Context: an optimization exercise on an open-source flow, tuned for small area, a short achievable clock period and few clock cycles. The choices shown serve that exercise and are no tape-out recipe. In this exercise RTL edits were held to simulation tests only and were not proved equivalent to the original. No activity file was given, so power comes from the tool's default toggle rates.

==> design.v <==
module mulDiv(clk, rst_n, valid, ready, mode, in_A, in_B, out);
    input         clk, rst_n;
    input         valid, mode;  
    output        ready;
    input  [31:0] in_A, in_B;
    output [63:0] out;
    function [4:0] lzc32;
        input [31:0] x;
        reg   [15:0] v1;           
        reg   [15:0] p1;           
        reg   [7:0]  v2;
        reg   [15:0] p2;           
        reg   [3:0]  v3;
        reg   [11:0] p3;           
        reg   [1:0]  v4;
        reg   [7:0]  p4;           
        integer i;
        begin
            for (i = 0; i < 16; i = i + 1) begin
                v1[i] = x[2*i+1] | x[2*i];
                p1[i] = ~x[2*i+1];
            end
            for (i = 0; i < 8; i = i + 1) begin
                v2[i] = v1[2*i+1] | v1[2*i];
                p2[2*i+1]   = ~v1[2*i+1];
                p2[2*i]     = v1[2*i+1] ? p1[2*i+1] : p1[2*i];
            end
            for (i = 0; i < 4; i = i + 1) begin
                v3[i] = v2[2*i+1] | v2[2*i];
                p3[3*i+2]   = ~v2[2*i+1];
                p3[3*i+:2]  = v2[2*i+1] ? p2[2*(2*i+1)+:2] : p2[2*(2*i)+:2];
            end
            for (i = 0; i < 2; i = i + 1) begin
                v4[i] = v3[2*i+1] | v3[2*i];
                p4[4*i+3]   = ~v3[2*i+1];
                p4[4*i+:3]  = v3[2*i+1] ? p3[3*(2*i+1)+:3] : p3[3*(2*i)+:3];
            end
            lzc32[4]   = ~v4[1];
            lzc32[3:0] = v4[1] ? p4[7:4] : p4[3:0];
        end
    endfunction
    function [31:0] below_msb;
        input [31:0] x;
        integer i;
        begin
            below_msb[31] = x[31];
            for (i = 30; i >= 0; i = i - 1)
                below_msb[i] = below_msb[i+1] | x[i];
        end
    endfunction
    function [31:0] inc32;
        input [31:0] x;
        input        ci;
        input [1:0]  k;
        reg   [31:0] q;            
        reg   [31:0] pa;           
        reg   [31:0] cy;
        integer i, l;
        begin
            for (i = 0; i < 32; i = i + 1)
                q[i] = x[i] | (i < k);
            pa = q;
            for (l = 0; l < 5; l = l + 1)
                for (i = 0; i < 32; i = i + 1)
                    if ((i >> l) & 1) pa[i] = pa[i] & pa[((i >> l) << l) - 1];
            cy[0] = ci & (k == 2'd0);
            for (i = 1; i < 32; i = i + 1)
                cy[i] = ci & (i >= k) & pa[i-1];
            inc32 = x ^ cy;
        end
    endfunction
    reg         s_norm, s_iter, s_fin, s_fix, rdy;
    reg         md;
    reg  [4:0]  r1;        
    reg  [4:0]  lza, lzb;
    reg         zb;
    reg         a_short;   
    reg         en, inv;   
    reg  [31:0] X, Y, Z;
    reg         e;         
    reg  [1:0]  kp;        
    assign ready = rdy;
    assign out   = {X, Y};
    wire [31:0] ma_in  = below_msb(in_A);
    wire [31:0] mb_in  = below_msb(in_B);
    wire        a_lt_b = |(in_B & ~ma_in);    
    wire        a_gt_b = |(in_A & ~mb_in);    
    wire        triv   = mode ? a_lt_b : ~ma_in[0];
    wire [4:0]  lzm     = a_short ? lza : lzb;
    wire [31:0] nop     = a_short ? Z : X;        
    wire [31:0] mop     = a_short ? X : Z;        
    wire [4:0]  dsh     = lzb - lza;
    wire [31:0] sh_in   = md ? Z : mop;
    wire [4:0]  sh_amt  = md ? dsh : lzm;
    wire [31:0] sh_out  = sh_in << sh_amt;
    wire        one     = (lzm == 5'd31);         
    reg  [1:0]  zc;        
    reg  [1:0]  k;         
    reg         last;      
    wire [4:0]  r1n  = s_norm ? (md ? dsh : (one ? 5'd0 : 5'd30 - lzm))
                              : r1 - 5'd1 - {3'd0, zc};
    reg         xn31, xn30;
    always @(*) begin
        if (s_norm) begin
            xn31 = sh_out[29];
            xn30 = sh_out[28];
        end else
            case (k)
                2'd1:    begin xn31 = X[30]; xn30 = X[29]; end
                2'd2:    begin xn31 = X[29]; xn30 = X[28]; end
                default: begin xn31 = X[28]; xn30 = X[27]; end
            endcase
    end
    wire        z1n   = ~md & (r1n != 5'd0) & ~xn31;
    wire        z2n   = z1n & (r1n != 5'd1) & ~xn30;
    wire [1:0]  zcn   = {z2n, z1n & ~z2n};
    wire        lastn = (r1n == {3'd0, zcn});
    wire [1:0]  kn    = md ? 2'd1 : (lastn ? zcn : zcn + 2'd1);
    wire [31:0] b    = (Z & {32{en}}) ^ {32{inv}};
    wire [33:0] t    = {1'b0, Y, 1'b1} + {1'b0, b, inv};
    wire [31:0] s    = t[32:1];
    wire        c    = t[33];
    wire        sgn  = e ^ inv ^ c;               
    wire [31:0] inc  = inc32(X, e & ~md, kp);
    wire n_norm = valid & ~triv;
    wire n_iter = (s_norm & ~(md & zb)) | (s_iter & ~last);
    wire n_fin  = (s_norm & md & zb) | (s_iter & last & md);
    wire n_fix  = s_iter & last & ~md & c;
    wire n_rdy  = (valid & triv) | s_fin | s_fix | (s_iter & last & ~md & ~c);
    always @(posedge clk or negedge rst_n) begin
        if (!rst_n) begin
            s_norm <= 1'b0;
            s_iter <= 1'b0;
            s_fin  <= 1'b0;
            s_fix  <= 1'b0;
            rdy    <= 1'b0;
        end else begin
            s_norm <= n_norm;
            s_iter <= n_iter;
            s_fin  <= n_fin;
            s_fix  <= n_fix;
            rdy    <= n_rdy;
        end
    end
    always @(posedge clk) begin
        lza     <= lzc32(in_A);
        lzb     <= lzc32(in_B);
        zb      <= ~mb_in[0];
        a_short <= ~a_gt_b;
        if (valid) md <= mode;
        r1   <= r1n;
        zc   <= zcn;
        k    <= kn;
        last <= lastn;
        if (md) begin
            en  <= n_iter | (n_fin & sgn);
            inv <= n_iter & ~(s_iter & sgn);
        end else begin
            if (s_norm)
                en <= one ? sh_out[31] : sh_out[30];
            else
                case (k)
                    2'd1:    en <= X[31] & ~last;
                    2'd2:    en <= X[30] & ~last;
                    default: en <= X[29] & ~last;
                endcase
            inv <= 1'b0;
        end
        if (s_norm)      e <= 1'b0;
        else if (md)     e <= sgn;
        else             e <= c;
        kp <= s_norm ? 2'd0 : k;
        if (valid)
            X <= in_A;
        else if (s_norm)
            X <= md ? {32{zb}} : {sh_out[29:0], 1'b0, nop[31] & ~one};
        else if (s_fin)
            X <= s;
        else if (s_fix)
            X <= inc;
        else
            case (k)
                2'd0: X <= inc;
                2'd1: X <= {inc[30:0], md ? ~sgn : s[31]};
                2'd2: X <= {inc[29:0], s[31:30]};
                2'd3: X <= {inc[28:0], s[31:29]};
            endcase
        if (valid)
            Y <= 32'd0;
        else if (s_norm)
            Y <= md ? X : {nop[30:0] & {31{~one}}, 1'b0};
        else if (s_fin)
            Y <= X;
        else if (md | s_fix)
            Y <= s;
        else
            case (k)
                2'd0: Y <= s;
                2'd1: Y <= {s[30:0], 1'b0};
                2'd2: Y <= {s[29:0], 2'b0};
                2'd3: Y <= {s[28:0], 3'b0};
            endcase
        if (valid)
            Z <= in_B;
        else if (s_norm) begin
            if (md)            Z <= sh_out;
            else if (!a_short) Z <= X;
        end else if (s_iter & md & ~last)
            Z <= {1'b0, Z[31:1]};
    end
endmodule
==> flow/run.sh <==
#!/bin/bash
# Own layout flow: the standard ORFS flow (standard.sh: unchanged
# synthesis, floorplan, placement, CTS, routing and finishing steps) with two
# changes:
#  - the input and output ports are buffered with sky130_fd_sc_hd__buf_1
#    instead of the cell buffer_ports picks by default;
#  - the setup-slack margin that timing repair aims for is 1.7 ns up to and
#    including CTS, and 1.4 ns for the repair after global routing, so that
#    the post-route repair only fixes what global-route parasitics break
#    instead of upsizing many paths for a few ps.
# Each make run's full output goes to its own log file in this folder
# (make_cts.log, make_finish.log); ORFS keeps each step's log in orfs/logs/.
set -euo pipefail
export BUFFER_PORTS_ARGS="-buffer_cell sky130_fd_sc_hd__buf_1"
SETUP_SLACK_MARGIN=1.7 bash standard.sh cts > make_cts.log 2>&1
SETUP_SLACK_MARGIN=1.4 bash standard.sh > make_finish.log 2>&1
==> standard.sh <==
#!/bin/bash
# synth_recipe.tcl (not shown) runs the flow's synth.tcl, then flattens the netlist and writes it again
# the make line also repeats each setting of config.mk as NAME=value (left out here)
make -C /OpenROAD-flow-scripts/flow DESIGN_CONFIG=/design/flow/config.mk WORK_HOME=/design/flow/orfs CLKGATE_MAP_FILE= SYNTH_SCRIPT=/design/flow/synth_recipe.tcl "${@:-finish}"
==> config.mk <==
export PLATFORM = sky130hd
export DESIGN_NAME = mulDiv
export DESIGN_NICKNAME = mulDiv
export VERILOG_FILES = /design/flow/design.v
export SDC_FILE = /design/flow/constraint.sdc
export NUM_CORES = 8
export LEC_CHECK = 0
export CAP_MARGIN = 20
export CORE_MARGIN = 2
export CORE_UTILIZATION = 50
export PLACE_DENSITY = 0.7
export SLEW_MARGIN = 20
==> constraint.sdc <==
create_clock -name core_clock -period 5.0 [get_ports {clk}]
set_input_delay 1.0000 -clock core_clock [delete_from_list [all_inputs] [get_ports {clk}]]
set_output_delay 1.0000 -clock core_clock [all_outputs]
set_load 0.01 [all_outputs]
==> results of run 1 <==
-- Yosys cell counts, types with 5 or more instances --
library cell,instances,share of area
a2111oi_0,8,0.0050
a211o_1,10,0.0062
a211oi_1,35,0.019
a21o_1,38,0.020
a21oi_1,204,0.072
a221o_1,23,0.016
a221oi_1,37,0.023
a222oi_1,22,0.016
a22o_1,10,0.0062
a22oi_1,26,0.014
a31oi_1,12,0.0053
and2_1,11,0.0049
and3_1,20,0.0088
and4_1,6,0.0037
buf_1,13,0.0035
buf_2,11,0.0039
buf_4,6,0.0032
clkbuf_1,119,0.032
dfrtp_1,5,0.0088
dfxtp_1,91,0.13
edfxtp_1,33,0.070
ha_1,43,0.038
inv_1,48,0.013
mux2_2,28,0.022
mux2i_1,160,0.11
nand2_1,183,0.049
nand2b_1,9,0.0040
nand3_1,34,0.012
nand4_1,14,0.0062
nor2_1,173,0.046
nor2b_1,9,0.0040
nor3_1,40,0.014
nor3b_1,5,0.0027
nor4_1,16,0.0071
o211ai_1,21,0.011
o21a_1,10,0.0053
o21ai_0,132,0.047
o21ai_1,7,0.0025
o21bai_1,16,0.0085
o221ai_1,8,0.0050
o22ai_1,10,0.0044
o31a_1,5,0.0031
o31ai_1,12,0.0064
xnor2_1,81,0.050
xor2_1,20,0.012
-- worst max-delay path by stage --
stage | start | end | slack [ns] | cells after the start
6_report | lzb[0] | Z[26] | 1.53 | 15
5_1_grt | lzb[0] | Z[26] | 1.32 | 15
4_1_cts | Z[7] | Y[25] | 1.58 | 14
3_5_place_dp | en | X[24] | 0.86 | 13
3_3_place_gp | en | X[24] | 0.92 | 13
2_1_floorplan | en | Y[22] | 1.70 | 15
-- cells by family (layout without fill, tap and decap cells) --
kind of cell	after synthesis	after routing	share of synthesized area
compound gates	679	680	0.317
buf+inv	202	311	0.0573
mux	192	192	0.142
fa+ha+maj	45	45	0.0409
flops	129	129	0.208
simple gates	537	537	0.172
xor+xnor	101	101	0.0626
-- power groups by stage --
stage	logic (mW)	registers, mW	clock network (mW)
after floorplan	5.00	1.72	0
after global placement	6.63	1.96	0
after detailed placement	6.71	1.96	0
after CTS	7.86	1.91	1.40
after global routing	8.78	1.95	1.45
final	8.20	1.94	1.41
-- critical path: stages (launching register included) --
cell and delay, ns:
dfxtp_1 0.31, inv_1 0.07, ha_1 0.18, inv_1 0.06, fa_2 0.37, xnor2_2 0.24, mux2i_4 0.13, buf_12 0.17
inv_12 0.11, mux2i_2 0.32, mux2i_2 0.16, a21o_1 0.27, mux2i_2 0.28, nor2_1 0.07, a2111oi_1 0.35, a21oi_1 0.08
-- timing repair --
item / in CTS / in global routing
gates cloned: 2 / 0
pin swaps: 49 / 1
resized for setup: 122 / 4
buffers inserted: 53 / 1
hold buffers: 0 / 0
endpoints found under the setup margin: 93 / 14
-- metal layers --
metal,wire (µm),global-route usage
met1,23700,0.543
met2,26400,0.637
met3,6530,0.0629
met4,4430,0.261
met5,0,0
-- state kept, by name, indices dropped and copies added (netlist names), 2 cells and up --
register,flops
zc,2
Y,32
k,2
Z,32
kp,2
r1,5
lza,5
lzb,5
X,32
-- per-stage QoR --
stage	hold slack (ns)	util
6_report	0.488	0.597
5_1_grt	0.460	0.597
4_1_cts	0.467	0.596
3_5_place_dp	0.504	0.534
3_3_place_gp	0.511	0.534
2_1_floorplan	0.434	-
-- cell usage in the layout (no fill, tap or decap), types with 48 or more instances in the layout --
master,instances
a21oi_1,193
buf_1,131
buf_4,79
dfxtp_1,87
inv_1,48
mux2i_1,143
nand2_1,180
nor2_1,170
o21ai_0,130
xnor2_1,71
-- area by class of cell --
cell class	count	area, µm²
Timing Repair inverter	1	8.76
Clock buffer	19	475
Fill cell	2595	11200
Timing Repair Buffer	227	1350
Inverter	51	206
Tap cell	378	473
Sequential cell	129	2950
Multi-Input combinational cell	1555	11000
Clock inverter	13	163
==> reports/qor.yml, run 1 <==
postPlaceCellArea_um2: 14800
p_clk_frac: 0.122
synth_fp_nets: 1998
viasPerCell: 6.90
cts_tree: "built"
swShare: 0.523
diodes: 0
finalNetCount: 2095
wire_per_inst_um: 25.8
r2r_cells: 15
num_vias: 16400
post-route-period-util: 0.694
totalPowerFinal_mw: 11.5
r2r-end: "Z[26]"
netlist_area_um2: 14100
grt_usage: 0.413
clk_latency_ns: 0.45
r2r_setup_slack_ns: 1.53
power_density_nw_per_um2: 696
slew_violations: 0
initial_utilization: 0.509
place_inst: 2285
die_h_um: 172
die-area_um2: 29600
crit_path_max_fanout: 11
gp_congestion: 1.00
crit_path_end_kind: "flip-flop"
ctsHtreeMaxLevel: 4
pre_cts_slack_ns: 0.856
drc: 0
crit_required_ns: 5.18
grt.overflow.total: 0
tightest_slew_ns: 1.10
ir_drop_uv: 450
setup_slack_ns: 1.53
hold_class: "in -> async"
finalClockSkew_ns: 0.0168
synthCells: 1885
ys_types: 80
ys.flop_type: "dfxtp_1"
fmax_mhz: 288
drt_wl_total_mm: 61.1
cts_buffer_depth: 2
p_comb_frac: 0.710
status: "timing/DRC/antenna clean"
critPathLaunchType: "flip-flop"
slew_headroom: 0.262
yosysWarnings: 1
async_flop_share: 0.0388
layout_min_cycle_time_ns: 3.47
grt_setup_unrepaired: "yes"
drive_above_1_share: 0.134
grt_pass1_wl_mm: 92.4
yosysSeqAreaShare: 0.208
setup_violations: 0
drtPass1Iterations: 12
power.switching_mw: 6.04
maxCapViolations: 0
instances_no_fill: 2373
numCtsBuffers: 17
setup.worst_path.class: "reg -> reg"
core.rowCount: 61
detail-route-antenna-nets: 0
synth_edf_count: 33
grt_pass1_vias: 15200
coreArea_um2: 27800
ys_seq_elements: 129
hold_viol: 0
die_x_um: 172
arrival_ns: 3.65
leakage_nw: 6.67
area_growth_pct: 17.3
seq_power_share: 0.168
fin_area_um2: 16600
portBuffers: 132
reg2reg_from: "lzb[0]"
clkTransAtPathRegs_ns: 0.07
ios: 133
cts.sinks: 129
setup_tns_ns: 0
root_buffer: "clkbuf_16"
synth_area_per_cell_um2: 7.50
internal_power_mw: 5.51
dr.first_iter.drc_count: 2325
place_hpwl_mm: 44.6
grt_max_degree: 57
antenna_found_initial: 1
Testbench counts, summed over its fixed seeds: cycles 13,418.
==> run 2, diff against run 1 <==
==> flow/run.sh (replaced) <==
#!/bin/bash
# Own layout flow: the standard ORFS flow (standard.sh: unchanged
# synthesis, floorplan, placement, CTS, routing and finishing steps) with two
# changes:
#  - the input and output ports are buffered with sky130_fd_sc_hd__buf_1
#    instead of the cell buffer_ports picks by default;
#  - the setup-slack margin that timing repair aims for is 1.6 ns up to and
#    including CTS, and 1.1 ns for the repair after global routing, so that
#    the post-route repair only fixes what global-route parasitics break
#    instead of upsizing many paths for a few ps.
# Each make run's full output goes to its own log file in this folder
# (make_cts.log, make_finish.log); ORFS keeps each step's log in orfs/logs/.
set -euo pipefail
export BUFFER_PORTS_ARGS="-buffer_cell sky130_fd_sc_hd__buf_1"
SETUP_SLACK_MARGIN=1.6 bash standard.sh cts > make_cts.log 2>&1
SETUP_SLACK_MARGIN=1.1 bash standard.sh > make_finish.log 2>&1
==> run 2 against run 1 <==
Net effect: non-clock buffer count shrank 14; setup slack lost 0.11 ns; area after synthesis is the same; critical path type unchanged; critical endpoint is now Y[24].
==> reports/qor.yml, run 2 <==
cts_tree: "built"
reg2reg_from: "Z[5]"
hold-worst-slack_ns: 0.473
ys_types: 80
grt_usage: 0.407
grt.overflow.total: 0
seq_power_share: 0.182
yosysSeqAreaShare: 0.208
layout_min_cycle_time_ns: 3.58
synth_fp_nets: 1998
r2r_cells: 13
clk_latency_ns: 0.46
dr.first_iter.drc_count: 2238
crit_slowest_cell: "edfxtp_1"
drtPass1Iterations: 9
synth_area_leaders: "dfxtp_1, mux2i_1, a21oi_1, edfxtp_1, xnor2_1"
clkTransAtPathRegs_ns: 0.07
p_clk_frac: 0.123
power.switching_mw: 5.75
r2r_setup_slack_ns: 1.42
area_growth_pct: 13.3
met3_length_mm: 5.86
setup_slack_ns: 1.42
wire_per_inst_um: 25.8
netlist_area_um2: 14100
swShare: 0.534
portBuffers: 132
ctsHtreeMaxLevel: 4
core.rowCount: 61
top_layer: "met4"
die_x_um: 172
ios: 133
hold_viol: 0
drc: 0
cts_buffer_depth: 2
grt_pass1_wl_mm: 90.8
wl_met2_mm: 26.8
fmax_mhz: 279
final_cell_mix: "a21oi_1, nand2_1, nor2_1"
async_flop_share: 0.0388
m1WireLength_mm: 24.2
setup_tns_ns: 0
hold_class: "in -> async"
root_buffer: "clkbuf_16"
synthCells: 1885
fill_cells: 2682
top_regs: "X: 32 flops, Y: 32 flops, Z: 32 flops"
finalNetCount: 2081
grt_setup_unrepaired: "no"
finalClockSkew_ns: 0.0125
maxCapViolations: 0
yosysWarnings: 1
crit_buf_inv: 0
startpoint: "Z[5]"
slew_violations: 0
post-synth-top-count-cell: "a21oi_1"
die_h_um: 172
drive_above_1_share: 0.106
finalCoreUtilization: 0.577
setup.worst_path.class: "reg -> reg"
coreArea_um2: 27800
p_comb_frac: 0.695
ys.flop_type: "dfxtp_1"
ys_seq_elements: 129
critPathLaunchType: "flip-flop"
status: "timing/DRC/antenna clean"
viasPerCell: 6.92
crit_path_end_kind: "flip-flop"
tightest_slew_ns: 1.04
critical-path-top-delay-family: "compound AO/OA/AOI/OAI gates"
multi_input_area_um2: 10600
antenna_found_initial: 0
diodes: 0
slowest_delay_ns: 0.53
synth_edf_count: 33
hold_buffers: 0
initial_utilization: 0.509
gp_congestion: 0.984
internal_power_mw: 5.03
setup_violations: 0
slew_headroom: 0.304
detail-route-antenna-nets: 0
crit_required_ns: 5.35
numCtsBuffers: 17
synth_top_cell_by_area: "dfxtp_1"
drt_wl_total_mm: 60.8
synth_top_area_share: 0.129
synth_area_per_cell_um2: 7.50
r2r-end: "Y[24]"
crit_path_max_fanout: 5
post-route-period-util: 0.717
pre_cts_slack_ns: 0.960
ir_drop_uv: 487
ff_latch_area_um2: 2950
grt_pass1_vias: 14900
num_vias: 16300
final_common_cell: "a21oi_1"
power_density_nw_per_um2: 673
place_hpwl_mm: 44.6
leakage_nw: 6.52
arrival_ns: 3.93
cts.sinks: 129
die-area_um2: 29600
synth_common_cells: "a21oi_1, nand2_1, nor2_1"
path_cells: "nand2_1 > xnor2_1 > ha_1 > a21o_1 > a31o_1 > a21o_1 > o41a_1 > a211o_1 > nand2_2 > xnor2_1 > a221o_1 > a21oi_1 > a21oi_1"
grt_max_degree: 54
[run 2: cell counts after synthesis]
Identical to the previous run, type by type.
[run 2: worst max-delay path by stage]
stage          depth (start not counted)  slack (ns)    end
2_1_floorplan                         15        1.59  Y[22]
6_report                              13        1.42  Y[24]
5_1_grt                               12        1.21  X[26]
3_3_place_gp                          14        1.01   X[1]
4_1_cts                               16        1.55   X[0]
3_5_place_dp                          14        0.96   X[0]
[run 2: cell families (layout without fill, tap and decap cells)]
logic type | Yosys count | in the layout | synth area share
compound gates | 679 | 680 | 0.317
mux | 192 | 192 | 0.142
flops | 129 | 129 | 0.208
simple gates | 537 | 537 | 0.172
xor+xnor | 101 | 101 | 0.0626
fa+ha+maj | 45 | 45 | 0.0409
buf+inv | 202 | 297 | 0.0573
[run 2: repair_timing]
item	4_1_cts	5_1_grt
gates resized for setup	59	0
endpoints found under the setup margin	89	0
endpoints found under the hold margin	0	0
setup buffers	36	0
[run 2: cell type report]
cell class,count,share of cell area
Multi-Input combinational cell,1555,0.664
Clock inverter,15,0.00999
Timing Repair Buffer,213,0.0729
Inverter,51,0.0126
Tap cell,378,0.0295
Clock buffer,17,0.0265
Sequential cell,129,0.184
Timing Repair inverter,1,0.000390
[run 2: stage by stage]
step           cell area, µm²  cells  power [mW]
2_1_floorplan           14100   1885        6.70
3_3_place_gp            14900   2289        8.58
3_5_place_dp            14900   2289        8.66
4_1_cts                 16000   2359        10.5
5_1_grt                 16000   2359        11.4
6_report                16000   2359        10.8
[run 2: power groups by stage]
stage / clock network, mW / logic [mW] / registers [mW]
floorplan: 0 / 4.99 / 1.72
global placement: 0 / 6.62 / 1.96
detailed placement: 0 / 6.70 / 1.96
CTS: 1.32 / 7.25 / 1.93
global route: 1.36 / 8.04 / 1.97
finish: 1.33 / 7.49 / 1.96
[run 2: metal layers]
layer | track usage | up-vias
li1 | - | 7260
met5 | 0 | -
met4 | 0.238 | 0
met1 | 0.535 | 7761
met2 | 0.637 | 1102
met3 | 0.0570 | 210
[run 2: worst register-to-register path, delay by kind of cell, from the launching register on]
kind	cells	cell delay, ns
and+or+nand+nor	2	0.24
DFF	1	0.53
adders and majority gates	1	0.32
AOI/OAI and AO/OA	8	2.04
xor gates and xnor gates	2	0.34
==> run 3, diff against run 2 <==
==> flow/run.sh (replaced) <==
#!/bin/bash
# Own layout flow: the standard ORFS flow (standard.sh: unchanged
# synthesis, floorplan, placement, CTS, routing and finishing steps) with two
# changes:
#  - the input and output ports are buffered with sky130_fd_sc_hd__buf_1
#    instead of the cell buffer_ports picks by default;
#  - the setup-slack margin that timing repair aims for is 1.65 ns up to and
#    including CTS, and 1.2 ns for the repair after global routing, so that
#    the post-route repair only fixes what global-route parasitics break
#    instead of upsizing many paths for a few ps.
# Each make run's full output goes to its own log file in this folder
# (make_cts.log, make_finish.log); ORFS keeps each step's log in orfs/logs/.
set -euo pipefail
export BUFFER_PORTS_ARGS="-buffer_cell sky130_fd_sc_hd__buf_1"
SETUP_SLACK_MARGIN=1.65 bash standard.sh cts > make_cts.log 2>&1
SETUP_SLACK_MARGIN=1.2 bash standard.sh > make_finish.log 2>&1
==> run 3 against run 2 <==
Net effect: power increased by 0.37%; core utilization up 0.23 points; first-iteration DRC count is 5.5% lower; via count fell by 0.47%; setup slack improved by 0.013 ns; combinational power is 0.5% higher; final area rose by 0.41%; area after synthesis did not move; critical path type unchanged.
==> reports/qor.yml, run 3 <==
setup_tns_ns: 0
async_flop_share: 0.0388
ys_seq_elements: 129
totalPowerFinal_mw: 10.8
ys.flop_type: "dfxtp_1"
synth_edf_count: 33
p_comb_frac: 0.696
ctsHtreeMaxLevel: 4
detail-route-antenna-nets: 0
ir_drop_uv: 483
hold_buffers: 0
reg2reg_from: "en"
core.rowCount: 61
finalClockSkew_ns: 0.0147
fmax_mhz: 280
critPathLaunchType: "flip-flop"
drc: 0
crit_path_max_fanout: 6
synthCells: 1885
netlist_area_um2: 14100
path_cells: "buf_6 > nand2_1 > xnor2_1 > ha_1 > a2111oi_0 > o21ai_0 > o21ai_0 > a221o_1 > a31oi_2 > a311oi_2 > buf_4 > o21a_2 > xnor2_1 > or3_1 > o211ai_1"
final_cell_mix: "a21oi_1, nand2_1, nor2_1"
yosysWarnings: 1
crit_required_ns: 5.38
crit_path_end_kind: "flip-flop"
clk_latency_ns: 0.46
status: "timing/DRC/antenna clean"
yosysSeqAreaShare: 0.208
seq_power_share: 0.181
ios: 133
cts_tree: "built"
slew_violations: 0
die_x_um: 172
drt_wl_total_mm: 60.8
slowest_delay_ns: 0.42
grt_max_degree: 54
area_growth_pct: 13.8
p_clk_frac: 0.123
cts_buffer_depth: 2
gp_congestion: 0.984
die_h_um: 172
synth_area_per_cell_um2: 7.50
grt.overflow.total: 0
wire_per_inst_um: 25.8
numCtsBuffers: 17
viasPerCell: 6.88
arrival_ns: 3.95
drive_above_1_share: 0.110
hold_class: "in -> async"
dr.first_iter.drc_count: 2114
synth_top_cell_by_area: "dfxtp_1"
post-synth-top-count-cell: "a21oi_1"
synth_common_cells: "a21oi_1, nand2_1, nor2_1"
crit_buf_inv: 2
internal_power_mw: 5.05
diodes: 0
layout_min_cycle_time_ns: 3.57
tightest_slew_ns: 1.03
finalNetCount: 2084
clkTransAtPathRegs_ns: 0.08
startpoint: "en"
post-route-period-util: 0.714
place_hpwl_mm: 44.6
cts.sinks: 129
hold_viol: 0
coreArea_um2: 27800
top_regs: "X: 32 flops, Y: 32 flops, Z: 32 flops"
root_buffer: "clkbuf_16"
antenna_found_initial: 0
num_vias: 16300
synth_top_area_share: 0.129
die-area_um2: 29600
synth_fp_nets: 1998
leakage_nw: 6.54
power.switching_mw: 5.77
power_density_nw_per_um2: 672
synth_area_leaders: "dfxtp_1, mux2i_1, a21oi_1, edfxtp_1, xnor2_1"
final_common_cell: "a21oi_1"
ys_types: 80
swShare: 0.533
grt_pass1_vias: 14900
initial_utilization: 0.509
setup.worst_path.class: "reg -> reg"
drtPass1Iterations: 9
grt_pass1_wl_mm: 90.8
crit_slowest_cell: "dfxtp_4"
slew_headroom: 0.315
portBuffers: 132
critical-path-top-delay-family: "compound AO/OA/AOI/OAI gates"
grt_usage: 0.407
grt_setup_unrepaired: "no"
maxCapViolations: 0
setup_violations: 0
==> run 3: cell counts after synthesis <==
Identical to the previous run, type by type.
==> run 3: worst reg2reg max path, cell delays in order (launching register included) <==
cell	delay, ns
dfxtp_4	0.42
buf_6	0.16
nand2_1	0.07
xnor2_1	0.14
ha_1	0.37
a2111oi_0	0.42
o21ai_0	0.16
o21ai_0	0.18
a221o_1	0.27
a31oi_2	0.14
a311oi_2	0.22
buf_4	0.18
o21a_2	0.19
xnor2_1	0.11
or3_1	0.36
o211ai_1	0.09
==> run 3: layout make-up <==
type	instances	area (µm²)
clock buffers	17	425
fillers	2672	11700
repair inverters	1	6.26
multi-input cells	1556	10700
well taps	378	473
flip-flops and latches	129	2950
repair buffers	215	1180
inverters	51	201
clock inverters	15	160
==> run 3: timing repair <==
action / 4_1_cts / 5_1_grt
gates resized for setup: 69 / 0
setup buffers: 38 / 0
setup endpoints to repair: 89 / 0
==> run 3: path summary, 6_finish.rpt <==
kind	endpoint	slack (ns)	cells after the start
setup / recovery	X[0]	1.43	15
max in group asynchronous	s_fin	4.19	1
hold / removal	s_norm	0.46	1
setup reg to reg	X[0]	1.43	15
min in group core_clock	kp[0]	0.57	2
hold reg to reg	kp[0]	0.57	2
==> run 3: power by group through the flow <==
stage	Combinational [mW]	Clock [mW]	Sequential, mW
2_1_floorplan	4.99	0	1.72
3_3_place_gp	6.62	0	1.96
3_5_place_dp	6.70	0	1.96
4_1_cts	7.29	1.32	1.93
5_1_grt	8.08	1.36	1.97
6_report	7.53	1.33	1.96
==> run 3: through the flow <==
step                      cell area, µm²   util  setup WS (ns)  hold WS (ns)  std cells
after floorplan                    14100      -           1.59         0.434       1885
after global placement             14900  0.535           1.01         0.548       2289
after detailed placement           14900  0.535          0.960         0.555       2289
after CTS                          16100  0.579           1.57         0.456       2362
after global routing               16100  0.579           1.25         0.469       2362
final                              16100  0.579           1.43         0.458       2362
==> run 3: cell families (layout without fill, tap and decap cells) <==
logic type                 Yosys count  count (layout)  share of synthesized area
DFF                                129             129                      0.208
adders and majority gates           45              45                     0.0409
and+or+nand+nor                    537             537                      0.172
muxes                              192             192                      0.142
AOI/OAI and AO/OA                  679             681                      0.317
xor gates and xnor gates           101             101                     0.0626
buffers and inverters              202             299                     0.0573
==> run 3: layer usage <==
metal / vias to the layer above / part of all wire / track usage
li1: 7260 / - / -
met1: 7639 / 0.39 / 0.528
met2: 1134 / 0.44 / 0.634
met3: 224 / 0.10 / 0.0664
met4: 0 / 0.066 / 0.246
met5: - / 0 / 0
==> run 4, diff against run 3 <==
==> flow/run.sh (replaced) <==
#!/bin/bash
# Own layout flow: the standard ORFS flow (standard.sh: unchanged
# synthesis, floorplan, placement, CTS, routing and finishing steps) with
# three changes:
#  - the input and output ports are buffered with sky130_fd_sc_hd__buf_1
#    instead of the cell buffer_ports picks by default;
#  - clock tree synthesis runs with ORFS's default arguments plus
#    -dont_use_dummy_load (no dummy load cells on the clock tree);
#  - the setup-slack margin that timing repair aims for is 1.7 ns up to and
#    including CTS, and 1.2 ns for the repair after global routing, so that
#    the post-route repair only fixes what global-route parasitics break
#    instead of upsizing many paths for a few ps.
# Each make run's full output goes to its own log file in this folder
# (make_cts.log, make_finish.log); ORFS keeps each step's log in orfs/logs/.
set -euo pipefail
export BUFFER_PORTS_ARGS="-buffer_cell sky130_fd_sc_hd__buf_1"
export CTS_ARGS="-sink_clustering_enable -repair_clock_nets -dont_use_dummy_load"
SETUP_SLACK_MARGIN=1.7 bash standard.sh cts > make_cts.log 2>&1
SETUP_SLACK_MARGIN=1.2 bash standard.sh > make_finish.log 2>&1
==> run 4 against run 3 <==
Net effect: still clean on timing, DRC and antenna; area after synthesis unchanged; combinational power up 8.4%; worst hold slack better by 0.038 ns; routed wire length up 0.22%; die area unchanged; sequential cell count unchanged; synthesized cell count unchanged; critical path type unchanged; critical endpoint is now en; highest routed layer unchanged.
==> reports/qor.yml, run 4 <==
status: "timing/DRC/antenna clean"
arrival_ns: 3.85
fmax_mhz: 282
slowest_delay_ns: 0.41
critPathLaunchType: "flip-flop"
hold_class: "in -> async"
core.rowCount: 61
crit_path_max_fanout: 13
yosysWarnings: 1
place_hpwl_mm: 44.6
leakage_nw: 6.57
power_density_nw_per_um2: 683
grt_pass1_wl_mm: 91.7
r2r_cells: 12
ir_drop_uv: 359
drtPass1Iterations: 16
grt_pass1_vias: 15200
synth_fp_nets: 1998
clkTransAtPathRegs_ns: 0.07
antenna_found_initial: 0
finalNetCount: 2097
drc: 0
synth_area_per_cell_um2: 7.50
fill_cells: 2630
setup_violations: 0
ios: 133
layout_min_cycle_time_ns: 3.54
slew_headroom: 0.267
die_x_um: 172
synth_edf_count: 33
ys_types: 80
setup_tns_ns: 0
detail-route-antenna-nets: 0
path_cells: "inv_2 > mux2i_4 > buf_12 > buf_4 > mux2i_1 > mux2i_4 > mux2i_2 > mux2i_1 > mux2_2 > mux2i_1 > a211oi_2 > a21oi_1"
wire_per_inst_um: 25.8
crit_buf_inv: 3
crit_path_end_kind: "flip-flop"
ys.flop_type: "dfxtp_1"
hold_viol: 0
cts.sinks: 129
drive_above_1_share: 0.127
post-synth-top-count-cell: "a21oi_1"
grt_usage: 0.411
clk_latency_ns: 0.44
synth_common_cells: "a21oi_1, nand2_1, nor2_1"
gp_congestion: 1.00
async_flop_share: 0.0388
dr.first_iter.drc_count: 2428
totalPowerFinal_mw: 11.2
grt_setup_unrepaired: "no"
synth_top_cell_by_area: "dfxtp_1"
portBuffers: 132
met3_usage: 0.0547
critical-path-top-delay-family: "multiplexers"
cts_tree: "built"
grt_busiest_layer: "met2"
path_depth: 12
coreArea_um2: 27800
die-area_um2: 29600
post-route-period-util: 0.709
final_cell_mix: "a21oi_1, nand2_1, nor2_1"
crit_top_cell: "mux2i_1"
crit_slowest_cell: "edfxtp_1"
use_met2: 0.638
setup.worst_path.class: "reg -> reg"
hold_buffers: 0
ys_seq_elements: 129
met1_usage: 0.544
synth_area_leaders: "dfxtp_1, mux2i_1, a21oi_1, edfxtp_1, xnor2_1"
finalClockSkew_ns: 0.0283
numCtsBuffers: 17
top_regs: "X: 32 flops, Y: 32 flops, Z: 32 flops"
maxCapViolations: 0
area_growth_pct: 15.5
synthCells: 1885
die_h_um: 172
netlist_area_um2: 14100
final_common_cell: "a21oi_1"
cts_buffer_depth: 2
drt_wl_total_mm: 61.0
ctsHtreeMaxLevel: 4
slew_violations: 0
root_buffer: "clkbuf_16"
grt.overflow.total: 0
yosysSeqAreaShare: 0.208
viasPerCell: 6.97
initial_utilization: 0.509
tightest_slew_ns: 1.10
grt_max_degree: 57
diodes: 0
synth_top_area_share: 0.129
num_vias: 16400
crit_required_ns: 5.31
==> run 4: area by class of cell <==
class	instances	area [µm²]	area share
multi-input cells	1555	10900	0.670
flip-flops and latches	129	2950	0.181
repair buffers	229	1330	0.0816
well taps	378	473	0.0290
clock buffers	17	425	0.0260
inverters	51	204	0.0125
repair inverters	1	8.76	0.000536
==> run 4: where the power goes <==
| group | switching [mW] | internal, mW | leakage [nW] |
|---|---|---|---|
| registers | 0.534 | 1.41 | 1.17 |
| logic | 4.89 | 3.27 | 5.20 |
| clock network | 0.470 | 0.590 | 0.209 |
| total | 5.89 | 5.26 | 6.57 |
==> run 4: per-layer routing <==
layer / vias up / wire length [µm]
met4: 0 / 4190
met2: 1181 / 26600
li1: 7257 / -
met1: 7771 / 24000
met3: 237 / 6240
met5: - / 0
==> run 4: path summary, 6_finish.rpt <==
check	slack (ns)	end	startpoint
hold / removal	0.50	s_norm	rst_n
min in group core_clock	0.52	inv	s_iter
hold reg to reg	0.52	inv	s_iter
max in group asynchronous	4.12	s_fin	rst_n
setup / recovery	1.46	en	md
setup reg to reg	1.46	en	md
==> run 4: timing repair <==
action / in CTS / in global routing
buffers inserted: 56 / 0
setup endpoints to repair: 93 / 0
endpoints found under the hold margin: 0 / 0
resized for setup: 119 / 0
==> run 4: cell families after synthesis <==
logic type,share of synthesized area
mux,0.142
buf+inv,0.0573
xor+xnor,0.0626
compound gates,0.317
fa+ha+maj,0.0409
flops,0.208
simple gates,0.172
==> run 4: worst reg2reg max path, stage by stage (launching register included) <==
cell and delay [ns]:
edfxtp_1 0.41, inv_2 0.35, mux2i_4 0.33, buf_12 0.17, buf_4 0.22, mux2i_1 0.32, mux2i_4 0.13, mux2i_2 0.41
mux2i_1 0.19, mux2_2 0.30, mux2i_1 0.20, a211oi_2 0.12, a21oi_1 0.27
==> run 4: stage by stage <==
stage | util | worst slack, ns | hold slack, ns | cells | cell area (µm²)
after floorplan | - | 1.70 | 0.434 | 1885 | 14200
after global placement | 0.534 | 0.921 | 0.511 | 2285 | 14800
after detailed placement | 0.534 | 0.856 | 0.504 | 2285 | 14800
after CTS | 0.588 | 1.57 | 0.472 | 2360 | 16300
after global routing | 0.588 | 1.21 | 0.471 | 2360 | 16300
final | 0.588 | 1.46 | 0.495 | 2360 | 16300
==> run 5, diff against run 4 <==
==> flow/run.sh (replaced) <==
#!/bin/bash
# Own layout flow: the standard ORFS flow (standard.sh: unchanged
# synthesis, floorplan, placement, CTS, routing and finishing steps) with
# three changes:
#  - the input and output ports are buffered with sky130_fd_sc_hd__buf_1
#    instead of the cell buffer_ports picks by default;
#  - clock tree synthesis runs with ORFS's default arguments plus
#    -dont_use_dummy_load (no dummy load cells on the clock tree);
#  - the setup-slack margin that timing repair aims for is 1.9 ns up to and
#    including CTS, and 1.5 ns for the repair after global routing, so that
#    the post-route repair only fixes what global-route parasitics break
#    instead of upsizing many paths for a few ps.
# Each make run's full output goes to its own log file in this folder
# (make_cts.log, make_finish.log); ORFS keeps each step's log in orfs/logs/.
set -euo pipefail
export BUFFER_PORTS_ARGS="-buffer_cell sky130_fd_sc_hd__buf_1"
export CTS_ARGS="-sink_clustering_enable -repair_clock_nets -dont_use_dummy_load"
SETUP_SLACK_MARGIN=1.9 bash standard.sh cts > make_cts.log 2>&1
SETUP_SLACK_MARGIN=1.5 bash standard.sh > make_finish.log 2>&1
--- a/config.mk
+++ b/config.mk
@@ -5,6 +5,7 @@
 export SDC_FILE = /design/flow/constraint.sdc
 export NUM_CORES = 8
 export LEC_CHECK = 0
+export ABC_AREA = 1
 export CAP_MARGIN = 20
 export CORE_MARGIN = 2
 export CORE_UTILIZATION = 50
==> run 5 against run 4 <==
Net effect: setup slack gained 0.26 ns; non-clock buffer count down 46; sequential power about the same; final area increased by 7.4%; core utilization decreased by 3.1 points; first-iteration DRC count grew 47%; via count increased by 31%; combinational power is 6.7% higher; clock power hardly changed; cell count is 39% higher; power increased by 5.1%; register-to-register slack better by 0.26 ns; critical endpoint is now k[0]; largest power group unchanged.
==> reports/qor.yml, run 5 <==
finalCoreUtilization: 0.557
synth_area_leaders: "nand2_1, dfxtp_1, nand3_1, o21ai_0, inv_1"
grt_pass1_vias: 19700
hold_viol: 0
hold_buffers: 0
detail-route-antenna-nets: 0
grt_setup_unrepaired: "no"
synth_xor_area_frac: 0.0285
grt_max_degree: 73
crit_required_ns: 5.32
cts_buffer_depth: 2
ys_seq_elements: 129
die_h_um: 183
viasPerCell: 6.55
status: "timing/DRC/antenna clean"
finalClockSkew_ns: 0.0185
top_regs: "X: 32 flops, Y: 32 flops, Z: 32 flops"
crit_path_max_fanout: 56
setup.worst_path.class: "reg -> reg"
synth_common_cells: "nand2_1, nand3_1, inv_1"
grt_pass1_wl_mm: 117
slew_headroom: 0.306
setup_tns_ns: 0
grt_usage: 0.460
core.rowCount: 65
crit_path_end_kind: "flip-flop"
async_flop_share: 0.0388
slew_violations: 0
hold-worst-slack_ns: 0.501
synth_top_family_by_area: "simple AND/OR/NAND/NOR gates"
gp_congestion: 1.10
ios: 133
yosys.area_share.simple: 0.401
maxCapViolations: 0
root_buffer: "clkbuf_16"
initial_utilization: 0.508
hold_class: "in -> async"
setup_violations: 0
synth_area_per_cell_um2: 5.62
post-route-period-util: 0.657
cts_tree: "built"
leakage_nw: 8.12
arrival_ns: 3.60
drive_above_1_share: 0.0616
dr.first_iter.drc_count: 3563
yosysSeqAreaShare: 0.184
synth_top_area_share: 0.179
finalNetCount: 3004
synthMuxAreaShare: 0.000627
setup_slack_ns: 1.72
grt.overflow.total: 0
synth_compound_area_frac: 0.230
pre_cts_slack_ns: 0.865
drtPass1Iterations: 10
synthCells: 2844
cts.sinks: 129
r2r_cells: 17
synthAdderAreaFrac: 0.0362
clk_latency_ns: 0.44
ir_drop_uv: 343
die-area_um2: 33400
r2r-end: "k[0]"
coreArea_um2: 31500
die_x_um: 183
fin_area_um2: 17500
ys_types: 63
synth_edf_count: 33
power_density_nw_per_um2: 669
clkTransAtPathRegs_ns: 0.06
postPlaceCellArea_um2: 16600
final_cell_mix: "nand2_1, nand3_1, inv_1"
critPathLaunchType: "flip-flop"
synth_fp_nets: 2957
antenna_found_initial: 1
post-synth-top-count-cell: "nand2_1"
numCtsBuffers: 17
ctsHtreeMaxLevel: 4
fmax_mhz: 305
drc: 0
final_common_cell: "nand2_1"
diodes: 0
reg2reg_from: "md"
r2r_setup_slack_ns: 1.72
area_growth_pct: 9.81
layout_min_cycle_time_ns: 3.28
drt_wl_total_mm: 78.9
yosysWarnings: 1
place_hpwl_mm: 61.1
tightest_slew_ns: 1.03
ys.flop_type: "dfxtp_1"
netlist_area_um2: 16000
wire_per_inst_um: 24.0
portBuffers: 132
num_vias: 21500
synth_top_cell_by_area: "nand2_1"
==> run 5: per-stage QoR <==
stage	instances	total power, mW
after floorplan	2844	7.34
after global placement	3257	9.69
after detailed placement	3257	9.79
after CTS	3291	11.3
after global routing	3291	12.5
final	3291	11.7
==> run 5: worst max-delay path, stage by stage, from the launching register on <==
cell and delay [ns]:
edfxtp_1 0.38, bufinv_8 0.38, nand2_1 0.12, buf_4 0.32, o21ai_0 0.49, nand2_1 0.13
nor2_1 0.22, nand2_1 0.11, nand3_1 0.14, nand3_1 0.15, nand2_2 0.18, nand2_2 0.08
nand2_2 0.12, nand2_2 0.07, inv_2 0.06, o21ai_1 0.05, nand2_1 0.08, nand2_1 0.05
==> run 5: per-layer routing <==
metal | share of wire | global-route usage | routed length [µm] | vias to the layer above
li1 | - | - | - | 9668
met1 | 0.36 | 0.563 | 28400 | 9620
met2 | 0.43 | 0.713 | 33700 | 1886
met3 | 0.14 | 0.134 | 11100 | 371
met4 | 0.073 | 0.284 | 5760 | 0
met5 | 0 | 0 | 0 | -
==> run 5: kinds of logic (layout without fill, tap and decap cells) <==
family          Yosys count  in the layout
fa+ha+maj                45             45
buf+inv                 478            523
flops                   129            129
compound gates          654            654
xor+xnor                 52             52
simple gates           1485           1485
mux                       1              1
==> run 5: report_power, final <==
group,internal (mW),leakage [nW],total [mW],switching [mW]
clock,0.589,0.209,1.08,0.494
combinational,2.69,6.75,8.71,6.02
sequential,1.43,1.16,1.94,0.510
==> run 5: cell type report <==
class                   count  area, µm²
repair inverters            1       5.00
clock buffers              17        425
flip-flops and latches    129       2950
well taps                 402        503
fillers                  3324      13900
multi-input cells        2237      11500
inverters                 322       1250
repair buffers            183        952
==> run 5: what timing repair did <==
item                       4_1_cts  5_1_grt
gates cloned                     2        0
setup buffers                   15        0
gates resized for setup         99        2
pin swaps                        8        0
setup endpoints to repair      101        2
==> run 5: how the worst max path moves through the flow <==
stage | startpoint | to | slack (ns) | depth (start not counted)
detailed placement | en | X[0] | 0.87 | 22
floorplan | inv | Y[16] | 1.93 | 20
CTS | en | X[0] | 1.84 | 22
finish | md | k[0] | 1.72 | 17
global route | en | Y[29] | 1.51 | 20
global placement | en | X[0] | 0.89 | 22
==> run 6, diff against run 5 <==
==> flow/run.sh (replaced) <==
#!/bin/bash
# Own layout flow: the standard ORFS flow (standard.sh: unchanged
# synthesis, floorplan, placement, CTS, routing and finishing steps) with
# three changes:
#  - the input and output ports are buffered with sky130_fd_sc_hd__buf_1
#    instead of the cell buffer_ports picks by default;
#  - clock tree synthesis runs with ORFS's default arguments plus
#    -dont_use_dummy_load (no dummy load cells on the clock tree);
#  - the setup-slack margin that timing repair aims for is 1.8 ns up to and
#    including CTS, and 1.4 ns for the repair after global routing, so that
#    the post-route repair only fixes what global-route parasitics break
#    instead of upsizing many paths for a few ps.
# Each make run's full output goes to its own log file in this folder
# (make_cts.log, make_finish.log); ORFS keeps each step's log in orfs/logs/.
set -euo pipefail
export BUFFER_PORTS_ARGS="-buffer_cell sky130_fd_sc_hd__buf_1"
export CTS_ARGS="-sink_clustering_enable -repair_clock_nets -dont_use_dummy_load"
SETUP_SLACK_MARGIN=1.8 bash standard.sh cts > make_cts.log 2>&1
SETUP_SLACK_MARGIN=1.4 bash standard.sh > make_finish.log 2>&1
==> run 6 against run 5 <==
Net effect: critical path depth increased by 5; register-to-register slack got worse by 0.07 ns; first-iteration DRC count up 0.93%; largest cell class unchanged.
==> reports/qor.yml, run 6 <==
r2r-end: "X[0]"
layout_min_cycle_time_ns: 3.36
die_x_um: 183
coreArea_um2: 31500
drive_above_1_share: 0.0513
arrival_ns: 3.70
critPathLaunchType: "flip-flop"
root_buffer: "clkbuf_16"
diodes: 0
hold_class: "in -> async"
grt_max_degree: 73
reg2reg_from: "en"
antenna_found_initial: 0
dr.first_iter.drc_count: 3596
clk_latency_ns: 0.45
startpoint: "en"
clkTransAtPathRegs_ns: 0.06
synthCells: 2844
ys_seq_elements: 129
synth_fp_nets: 2957
crit_required_ns: 5.34
final_cell_mix: "nand2_1, nand3_1, inv_1"
detail-route-antenna-nets: 0
grt_pass1_wl_mm: 116
ys.flop_type: "dfxtp_1"
slew_headroom: 0.317
synth_edf_count: 33
r2r_cells: 22
synth_top_area_share: 0.179
final_common_cell: "nand2_1"
cts_tree: "built"
core.rowCount: 65
finalClockSkew_ns: 0.0178
ys_types: 63
setup_tns_ns: 0
yosysWarnings: 1
r2r_setup_slack_ns: 1.64
finalNetCount: 3000
die_h_um: 183
cts.sinks: 129
grt_usage: 0.458
drt_wl_total_mm: 78.5
synth_area_leaders: "nand2_1, dfxtp_1, nand3_1, o21ai_0, inv_1"
instances_no_fill: 3287
drc: 0
synth_area_per_cell_um2: 5.62
post-synth-top-count-cell: "nand2_1"
portBuffers: 132
drtPass1Iterations: 13
yosysSeqAreaShare: 0.184
slew_violations: 0
grt_setup_unrepaired: "no"
setup.worst_path.class: "reg -> reg"
die-area_um2: 33400
initial_utilization: 0.508
place_hpwl_mm: 61.1
setup_violations: 0
maxCapViolations: 0
area_growth_pct: 8.45
num_vias: 21500
power_density_nw_per_um2: 664
grt.overflow.total: 0
place_inst: 3257
gp_congestion: 1.10
ios: 133
fmax_mhz: 298
numCtsBuffers: 17
hold_viol: 0
synth_common_cells: "nand2_1, nand3_1, inv_1"
cts_buffer_depth: 2
ctsHtreeMaxLevel: 4
grt_pass1_vias: 19500
synth_top_cell_by_area: "nand2_1"
wire_per_inst_um: 23.9
crit_path_max_fanout: 14
viasPerCell: 6.54
top_regs: "X: 32 flops, Y: 32 flops, Z: 32 flops"
post-route-period-util: 0.671
crit_path_end: "X[0]"
crit_path_end_kind: "flip-flop"
status: "timing/DRC/antenna clean"
tightest_slew_ns: 1.02
ir_drop_uv: 349
leakage_nw: 8.06
hold-worst-slack_ns: 0.499
async_flop_share: 0.0388
netlist_area_um2: 16000
[run 6: cell counts after synthesis]
No cell type changed its count.
[run 6: worst min-delay path by stage]
stage           from      to  depth (start not counted)
2_1_floorplan  s_fix     rdy                          2
3_3_place_gp   r1[4]   r1[4]                          3
3_5_place_dp   s_fix     rdy                          2
4_1_cts        rst_n     rdy                          1
5_1_grt        rst_n  s_norm                          1
6_report       rst_n     rdy                          1
[run 6: power breakdown]
part           internal [mW]  switching [mW]  leakage, nW
Combinational           2.57            5.92         6.69
Clock                  0.589           0.494        0.209
Sequential              1.43           0.497         1.16
Total                   4.58            6.91         8.06
[run 6: layout make-up]
| class | instances | area [µm²] |
|---|---|---|
| Clock buffer | 17 | 425 |
| Sequential cell | 129 | 2950 |
| Timing Repair inverter | 1 | 5.00 |
| Multi-Input combinational cell | 2237 | 11300 |
| Tap cell | 402 | 503 |
| Timing Repair Buffer | 179 | 917 |
| Inverter | 322 | 1230 |
| Fill cell | 3352 | 14100 |
[run 6: logic make-up (layout without fill, tap and decap cells)]
logic type               after synthesis  after routing  synth area share
XOR/XNOR                              52             52            0.0285
multiplexers                           1              1          0.000627
buffers and inverters                478            519             0.120
adder cells (fa/ha/maj)               45             45            0.0362
AND/OR/NAND/NOR                     1485           1485             0.401
flip-flops                           129            129             0.184
AO/OA/AOI/OAI                        654            654             0.230
[run 6: metal layers]
metal	vias to the layer above	GRT usage	part of all wire
met5	-	0	0
met4	0	0.277	0.073
met3	359	0.127	0.14
met2	1783	0.707	0.43
met1	9711	0.569	0.36
li1	9656	-	-
[run 6: repair_timing]
| item | 4_1_cts | 5_1_grt |
|---|---|---|
| setup buffers | 11 | 0 |
| resized for setup | 59 | 2 |
| cloned | 2 | 0 |
| pin swaps | 4 | 0 |
| hold buffers | 0 | 0 |
| endpoints found under the hold margin | 0 | 0 |
| endpoints found under the setup margin | 98 | 1 |
[run 6: per-stage QoR]
| stage | total power, mW | utilization | worst slack (ns) | instance area (µm²) |
|---|---|---|---|---|
| final | 11.5 | 0.550 | 1.64 | 17300 |
| after global routing | 12.3 | 0.550 | 1.43 | 17300 |
| after CTS | 11.1 | 0.550 | 1.75 | 17300 |
| after detailed placement | 9.79 | 0.526 | 0.865 | 16600 |
| after global placement | 9.69 | 0.526 | 0.890 | 16600 |
| after floorplan | 7.34 | - | 1.93 | 16000 |
[run 6: critical path, stage by stage, from the launching register on]
cell and delay (ns):
dfxtp_4 0.41, buf_6 0.17, nand2_1 0.08, xor2_1 0.22, inv_1 0.07, ha_1 0.38
nand2_1 0.15, nor2_1 0.13, nand2_1 0.09, nand2_1 0.17, nand2_1 0.09, nand2_1 0.15
nand3_2 0.16, nand2_1 0.13, nand2_1 0.09, nand3_1 0.08, o21ai_1 0.11, nor2_1 0.17
nand2_1 0.07, nand2_1 0.08, nand2_1 0.11, nand2_1 0.08, nand2_1 0.05

separate check: timing with driven ports:
The results above use ideal ports. As a check the final layouts listed here were re-extracted and re-timed, cells and wires unchanged.
Step 1, drivers: a clkbuf_16 drives clk and a buf_2 each remaining input, both assumed.
Step 2 also shifts input and output timing later by t, the mid clock arrival at the registers, as if the neighbouring blocks saw the same clock.
Three values: ideal, step 1, step 2; two values: the first two.
| run | t (ns) | setup slack, ns | worst setup path after step 2 |
|---|---|---|---|
| run 1 | 0.488 | 1.530 / 1.530 / 1.317 | input to register |
| run 2 | 0.496 | 1.416 / 1.416 / 1.416 | register to register |
| run 3 | 0.500 | 1.429 / 1.429 / 1.411 | input to register |
| run 4 | 0.473 | 1.457 / 1.457 / 1.262 | input to register |
| run 5 | 0.491 | 1.717 / 1.717 / 1.539 | input to register |
| run 6 | 0.492 | 1.643 / 1.643 / 1.574 | input to register |
After both steps setup and hold are still met in every run listed. For run 1, which loses most, drivers alone change the setup slack by 0.000 ns; drivers and shift together by -0.213 ns.
